From an optimization exercise on the open Yosys and OpenROAD flow, aimed at small area, a short achievable clock period and few clock cycles; shortcuts taken in it are not production practice. Where RTL was checked, it was by simulation tests only, not by an equivalence proof against the original. The RTL of run 2 was laid out without a check of its function.

==> flow/design.v, too long to show whole: its modules and the start of the top module <==
// module ieee754multiplier: 1640 lines
// module fpmul_fa: 4 lines
// module fpmul_ha: 4 lines
module ieee754multiplier (
    input logic clk, rst_n,
    input logic [31:0] a_i,
    input logic [31:0] b_i,
    input logic start_i,
    output logic done_o,
    output logic nan_o,
    output logic inifinit_o,
    output logic overflow_o,
    output logic underflow_o,
    output logic [31:0] product_o
);
  // ...
==> flow/flow/run.sh <==
#!/bin/bash
# The standard layout (the standard.sh: the standard synthesis and the
# ORFS steps to finish), except that the port buffers that global placement
# inserts are buf_1 cells instead of the tool's default pick.
set -euo pipefail
export BUFFER_PORTS_ARGS="-buffer_cell sky130_fd_sc_hd__buf_1"
bash standard.sh > standard.log 2>&1
==> flow/standard.sh <==
#!/bin/bash
# synth_recipe.tcl (not shown) runs the flow's synth.tcl, then flattens the netlist and writes it again
# the make line also repeats each setting of config.mk as NAME=value (left out here)
make -C /OpenROAD-flow-scripts/flow DESIGN_CONFIG=/design/flow/config.mk WORK_HOME=/design/flow/orfs CLKGATE_MAP_FILE= SYNTH_SCRIPT=/design/flow/synth_recipe.tcl "${@:-finish}"
==> flow/config.mk <==
export PLATFORM = sky130hd
export DESIGN_NAME = ieee754multiplier
export DESIGN_NICKNAME = ieee754multiplier
export VERILOG_FILES = /design/flow/design.v
export SDC_FILE = /design/flow/constraint.sdc
export NUM_CORES = 4
export LEC_CHECK = 0
export ABC_AREA = 1
export CAP_MARGIN = 20
export CORE_MARGIN = 2
export CORE_UTILIZATION = 50
export PLACE_DENSITY = 0.8
export SETUP_SLACK_MARGIN = 1
export SLEW_MARGIN = 20
export SYNTH_HIERARCHICAL = 1
==> flow/constraint.sdc <==
create_clock -name core_clock -period 9.0 [get_ports {clk}]
set_input_delay 1.8000 -clock core_clock [delete_from_list [all_inputs] [get_ports {clk}]]
set_output_delay 1.8000 -clock core_clock [all_outputs]
set_load 0.01 [all_outputs]
==> flow_metrics.env, run 1 <==
export IMPL_multi_input_gates=1577
export IMPL_postSynthCellCount=1935
export IMPL_path_depth=26
export IMPL_clk_pin_slew_ns=0.05
export IMPL_ios=104
export IMPL_fin_crit_ns=7.78
export IMPL_cpPeakStageDelay_ns=0.67
export IMPL_max_clock_freq_ghz=0.128
export IMPL_final_max_slew_viol_count=0
export IMPL_arrival_ns=8.00
export IMPL_path_class="in2reg"
export IMPL_yosysUniqueCellTypes=47
export IMPL_pre_cts_ws_ns=0.410
export IMPL_final_util_pct=55.7
export IMPL_crit_family="adder cells"
export IMPL_coreArea_sq_mm=0.0306
export IMPL_cp_slowest_cell="inv_1"
export IMPL_status="finished clean"
export IMPL_fin_cells=2389
export IMPL_synth_ff_type="dfxtp_1"
export IMPL_syn_num_nets=2347
export IMPL_tns_ns=0
export IMPL_drtIter0Drc=2252
export IMPL_cp_start_kind="input pin"
export IMPL_die_y_microns=180
export IMPL_avgRoutedWirePerCell_microns=22.5
export IMPL_clkCellAreaFrac_pct=0.815
export IMPL_synth_mux_area_share_pct=0
export IMPL_cts_tree="done"
export IMPL_yosys_area_share_adder_pct=40.5
export IMPL_hpwlAfterDp_microns=41000
export IMPL_cts_root_buf="clkbuf_16"
export IMPL_yosysTopAreaCell="fa_1"
export IMPL_route_met2_wl_microns=23600
Testbench counts, summed over its fixed seeds: cycles 3,208.
==> inputs of run 2 (changes only) <==
--- a/flow/design.v
+++ b/flow/design.v
@@ -6,16 +6,17 @@
     output logic done_o,
     output logic nan_o,
     output logic inifinit_o,
     output logic overflow_o,
     output logic underflow_o,
     output logic [31:0] product_o
 );
 logic [47:0] m;
+logic        mhi_min;    
 logic        zero, sign, norm;
 logic [9:0]  esum, e0, e1;
 logic neg0;
 logic one0;
 logic two0;
 logic pp1;
 logic pp2;
 logic pp3;
@@ -1585,19 +1586,18 @@
 fpmul_fa u_s884 (.a(c876), .b(s882), .c(c878), .s(s884), .co(c885));
 fpmul_fa u_s886 (.a(a_i[20]), .b(a_i[21]), .c(ns286), .s(s886), .co(c887));
 fpmul_fa u_s888 (.a(pp310), .b(c883), .c(s886), .s(s888), .co(c889));
 assign ci890 = ~a_i[22];
 fpmul_fa u_s891 (.a(ci890), .b(pp311), .c(c887), .s(s891), .co(c892));
 assign ci893 = ~a_i[22];
 assign rx = {ci893, c889, c885, c880, c874, c867, c859, c850, c840, c829, c817, c804, c790, c775, c759, c742, c724, c705, c685, c664, c642, c619, c596, c574, c552, c531, c511, c491, s488, c455, c439, c423, c409, c395, s392, c371, c361, s358, s348, c335, s332, s326, s320, s316, c313, pp3, pp2, neg0};
 assign ry = {c892, s891, s888, s884, s879, s873, s866, s858, s849, s839, s828, s816, s803, s789, s774, s758, s741, s723, s704, s684, s663, s641, s618, s595, s573, s551, s530, s510, s490, s472, s454, s438, s422, s408, s394, s382, s370, s360, s350, s342, s334, s328, s322, s318, s314, s312, 1'b0, pp1};
-logic [16:0] mlo;
-assign mlo = {1'b0, rx[15:0]} + {1'b0, ry[15:0]};
-assign m = {rx[47:16] + ry[47:16] + {31'd0, mlo[16]}, mlo[15:0]};
+assign m = rx + ry;
+assign mhi_min = ~m[24] & ~(((rx[25] ^ ry[25])) ^ (rx[24] | ry[24])) & ~(((rx[26] ^ ry[26])) ^ (rx[25] | ry[25])) & ~(((rx[27] ^ ry[27])) ^ (rx[26] | ry[26])) & ~(((rx[28] ^ ry[28])) ^ (rx[27] | ry[27])) & ~(((rx[29] ^ ry[29])) ^ (rx[28] | ry[28])) & ~(((rx[30] ^ ry[30])) ^ (rx[29] | ry[29])) & ~(((rx[31] ^ ry[31])) ^ (rx[30] | ry[30])) & ~(((rx[32] ^ ry[32])) ^ (rx[31] | ry[31])) & ~(((rx[33] ^ ry[33])) ^ (rx[32] | ry[32])) & ~(((rx[34] ^ ry[34])) ^ (rx[33] | ry[33])) & ~(((rx[35] ^ ry[35])) ^ (rx[34] | ry[34])) & ~(((rx[36] ^ ry[36])) ^ (rx[35] | ry[35])) & ~(((rx[37] ^ ry[37])) ^ (rx[36] | ry[36])) & ~(((rx[38] ^ ry[38])) ^ (rx[37] | ry[37])) & ~(((rx[39] ^ ry[39])) ^ (rx[38] | ry[38])) & ~(((rx[40] ^ ry[40])) ^ (rx[39] | ry[39])) & ~(((rx[41] ^ ry[41])) ^ (rx[40] | ry[40])) & ~(((rx[42] ^ ry[42])) ^ (rx[41] | ry[41])) & ~(((rx[43] ^ ry[43])) ^ (rx[42] | ry[42])) & ~(((rx[44] ^ ry[44])) ^ (rx[43] | ry[43])) & ~(((rx[45] ^ ry[45])) ^ (rx[44] | ry[44])) & ~(((rx[46] ^ ry[46])) ^ (rx[45] | ry[45])) & ~(((rx[47] ^ ry[47]) ^ 1'b1) ^ (rx[46] | ry[46]));
 assign sign = a_i[31] ^ b_i[31];
 assign zero = (a_i[22:0] == 23'd0) || (b_i[22:0] == 23'd0);
 assign esum = {2'b00, a_i[30:23]} + {2'b00, b_i[30:23]};
 assign e0   = esum - 10'd127;
 assign e1   = esum - 10'd126;
 logic        nan0, ovf0, unf0, keep0, sgn0;
 logic [7:0]  exp0;
 assign nan0  = !zero && e0[7:0] == 8'hFF;
@@ -1608,17 +1608,17 @@
 assign exp0  = ovf0 ? 8'hFF : (keep0 ? e0[7:0] : 8'h00);
 logic        eff1, ovf1, unf1, keep1, nz1;
 logic [7:0]  exp1;
 assign eff1  = !zero && e1[7:0] == 8'hFF;
 assign ovf1  = !zero && e1[7:0] != 8'hFF && e1[9:8] != 2'b00;
 assign unf1  = zero || (e1[7:0] == 8'h00 && e1[9:8] == 2'b00);
 assign keep1 = !eff1 && !ovf1 && !unf1;
 assign exp1  = (ovf1 || eff1) ? 8'hFF : (keep1 ? e1[7:0] : 8'h00);
-assign nz1   = (m[46:24] != 23'd0);
+assign nz1   = !mhi_min;    
 logic        nan_d, inf_d, ovf_d, unf_d, sign_d;
 logic [7:0]  exp_d;
 logic [22:0] frac_d;
 assign norm   = m[47];
 assign nan_d  = norm ? (eff1 && nz1) : nan0;
 assign inf_d  = norm && eff1 && !nz1;
 assign ovf_d  = norm ? ovf1 : ovf0;
 assign unf_d  = norm ? unf1 : unf0;
==> flow/flow/run.sh (replaced) <==
#!/bin/bash
# The standard layout (the standard.sh: the standard synthesis and the
# ORFS steps to finish), except that the port buffers that global placement
# inserts are buf_2 cells instead of the tool's default pick.
set -euo pipefail
export BUFFER_PORTS_ARGS="-buffer_cell sky130_fd_sc_hd__buf_2"
bash standard.sh > standard.log 2>&1
--- a/flow/config.mk
+++ b/flow/config.mk
@@ -4,12 +4,11 @@
 export VERILOG_FILES = /design/flow/design.v
 export SDC_FILE = /design/flow/constraint.sdc
 export NUM_CORES = 4
 export LEC_CHECK = 0
 export ABC_AREA = 1
 export CAP_MARGIN = 20
 export CORE_MARGIN = 2
 export CORE_UTILIZATION = 50
-export PLACE_DENSITY = 0.8
 export SETUP_SLACK_MARGIN = 1
 export SLEW_MARGIN = 20
 export SYNTH_HIERARCHICAL = 1
==> run 2 against run 1 <==
Effect of this change:
- still clean on timing, DRC and antenna
- clock-buffer cell count is 1 lower
- first-iteration DRC count shrank 30%
- synthesized cell count up 15%
- sequential share of layout area decreased by 0.34 points
- utilization down 1.8 points
- worst hold slack lost 0.0031 ns
- critical path depth did not move
- fmax shrank 0.61%
- via count increased by 9.5%
- critical path type unchanged
==> flow_metrics.env, run 2 <==
export IMPL_drive_gt1_share_pct=12.8
export IMPL_fin_crit_sh_pct=87.0
export IMPL_synth_top_family_by_area="adder cells"
export IMPL_vias=16600
export IMPL_via_per_inst=6.13
export IMPL_yosysTopAreaCell="fa_1"
export IMPL_fp_row_count=68
export IMPL_cts_tree="done"
export IMPL_holdCritPathClass="in2async"
export IMPL_antenna_found_initial=2
export IMPL_grt_pass1_vias=16500
export IMPL_tns_ns=0
export IMPL_final_max_slew_viol_count=0
export IMPL_yosys_area_share_adder_pct=38.1
export IMPL_cp_required_ns=9.23
export IMPL_largest_register_ffs=32
export IMPL_pre_cts_ws_ns=0.346
export IMPL_yosysMostFrequentCell="nand2_1"
export IMPL_dp_cells=2698
export IMPL_dieWidth_microns=190
export IMPL_syn_cell_area_sq_mm=0.0173
export IMPL_synth_top_cell_area_share_pct=30.6
export IMPL_cp_slowest_cell="clkinv_1"
export IMPL_cpMostUsedCell="fa_1"
export IMPL_hpwlAfterDp_microns=49500
export IMPL_gp_congestion=1.01
export IMPL_gr_total_overflow=0
export IMPL_fin_crit_ns=7.83
export IMPL_yosys_area_share_simple_pct=19.0
export IMPL_htreeDepth=2
export IMPL_relSlewSlack_pct=45.3
export IMPL_port_buffers=103
export IMPL_syn_area_per_cell_sq_um=7.76
export IMPL_setup_viol=0
export IMPL_dieArea_sq_mm=0.0360
export IMPL_final_cell_mix="nand2_1 (350), xor2_1 (278), fa_1 (264)"
export IMPL_coreArea_sq_mm=0.0343
export IMPL_drcViolationCount=0
export IMPL_crit_family="adder cells"
export IMPL_grt_max_degree=32
export IMPL_max_clock_freq_ghz=0.128
export IMPL_cts_root_buf="clkbuf_16"
export IMPL_synth_ff_type="dfxtp_1"
export IMPL_cts_hold_fix_buffers=0
export IMPL_ys_seq_area_share_pct=4.32
export IMPL_cts_sinks=37
export IMPL_arrival_ns=8.06
export IMPL_synthTopCellsByArea="fa_1 (31%), xor2_1 (14%), o22ai_1 (9.5%)"
export IMPL_drtIter0Drc=1578
export IMPL_top_register="product_o"
export IMPL_worst_slew_pin_transition_ns=0.816
export IMPL_cp_max_fo=18
export IMPL_status="finished clean"
export IMPL_synth_compound_area_share_pct=14.7
export IMPL_grt_first_pass_wirelength_microns=94300
export IMPL_ant_nets=0
export IMPL_yosysUniqueCellTypes=53
export IMPL_die_y_microns=190
export IMPL_rsz0062_at_grt="false"
export IMPL_final_common_cell="nand2_1"
export IMPL_synth_common_cells="nand2_1 (365), xor2_1 (279), fa_1 (264)"
export IMPL_cp_start_kind="input pin"
export IMPL_cpPeakStageDelay_ns=0.63
export IMPL_initial_core_util_pct=50.4
export IMPL_grt_util_all_layers_pct=34.3
export IMPL_avgRoutedWirePerCell_microns=23.1
export IMPL_ios=104
export IMPL_yosysWarningCount=7
export IMPL_cp_end_kind="flip-flop"
export IMPL_cts_path_max_buffers=2
export IMPL_postSynth_asyncResetShare_pct=2.70
export IMPL_maxCapViolations=0
export IMPL_placed_cell_area_sq_mm=0.0181
export IMPL_postSynthCellCount=2226
export IMPL_path_class="in2reg"
export IMPL_fin_cells=2713
export IMPL_synth_mux_area_share_pct=0
export IMPL_final_area_sq_mm=0.0185
export IMPL_synth_seq_cells=37
export IMPL_syn_num_nets=2661
export IMPL_numCtsBuffers=5
export IMPL_antenna_cells=0
export IMPL_final_hold_violation_count=0
export IMPL_crit_buf_inv=5
export IMPL_firstDrtPassIters=6
export IMPL_yosys_area_share_xor_xnor_pct=14.9
export IMPL_clk_pin_slew_ns=0.06
export IMPL_synth_edf_count=0
export IMPL_fin_nets=2692
export IMPL_routed_wirelength_microns=62600
export IMPL_whs_ns=1.28
export IMPL_area_delta_synth_final_pct=7.07
export IMPL_fin_ws_ns=1.17
-- run 2: per-layer routing --
metal	up-vias	routed length [microns]	track usage, %
met3	190	6490	7.84
met2	1014	27900	54.1
li1	7377	-	-
met5	-	0	0
met4	0	3080	15.9
met1	8043	25200	44.8
-- run 2: final cells by class --
type                       count  area (sq um)
clock inverter                 3          21.3
timing repair inverter         1          6.26
clock buffer                   5           125
inverter                     246           955
sequential                    37           746
tap                          455           569
fill                        3343         15800
timing repair buffer         163           998
multi-input combinational   1803         15100
-- run 2: modules after synthesis, one instance, submodules excluded --
module	flip-flops and latches	cell area [sq um]	copies in the design	cells inside
fpmul_fa	0	20.0	263	1
ieee754multiplier	37	11700	1	1942
fpmul_ha	0	12.5	21	1
-- run 2: cell families (layout without fill, tap and decap cells) --
group	Yosys count	count (layout)
adder cells (fa/ha/maj)	368	368
XOR/XNOR	294	294
AO/OA/AOI/OAI	426	426
flip-flops	37	37
buffers and inverters	386	418
AND/OR/NAND/NOR	715	715
-- run 2: worst paths after layout --
path | start | endpoint | slack [ns] | cells after the start
setup / recovery | a_i[16] | product_o[9] | 1.17 | 26
hold / removal | rst_n | done_o | 1.28 | 1
max in group asynchronous | rst_n | done_o | 7.64 | 1
min in group core_clock | start_i | done_o | 1.62 | 1
-- run 2: what timing repair did --
| item | CTS | global route |
|---|---|---|
| gates cloned | 0 | 1 |
| setup buffers | 0 | 5 |
| setup endpoints to repair | 31 | 35 |
| gates resized for setup | 8 | 37 |
| endpoints found under the hold margin | 0 | 0 |
| pin swaps | 0 | 1 |
-- run 2: metrics by stage --
stage | util (%)
after floorplan | -
after global placement | 52.9
after detailed placement | 52.9
after CTS | 53.4
after global routing | 53.9
final | 53.9

==> what the ideal ports hide <==
The flow's constraints put no driver on any port. The routed layouts listed below were extracted and timed again, unchanged, in two steps.
Step 1 sets driving cells, clkbuf_16 on the clock port and buf_2 on the other inputs (assumed; they add their load-dependent delay and slew).
Step 2 also shifts input and output timing later by t, the mid clock arrival at the registers, as if the neighbouring blocks saw the same clock.
Slacks: ideal ports / drivers / drivers and shift; pairs: ideal ports / drivers.
run | t (ns) | setup slack, ns | worst setup path after step 2
run 1 | 0.302 | 1.215 / 1.165 / 0.863 | input to register
run 2 | 0.327 | 1.168 / 1.160 / 0.833 | input to register
After both steps every run listed still meets setup and hold. For run 1, which loses most, drivers alone change the setup slack by -0.050 ns; drivers and shift together by -0.352 ns.
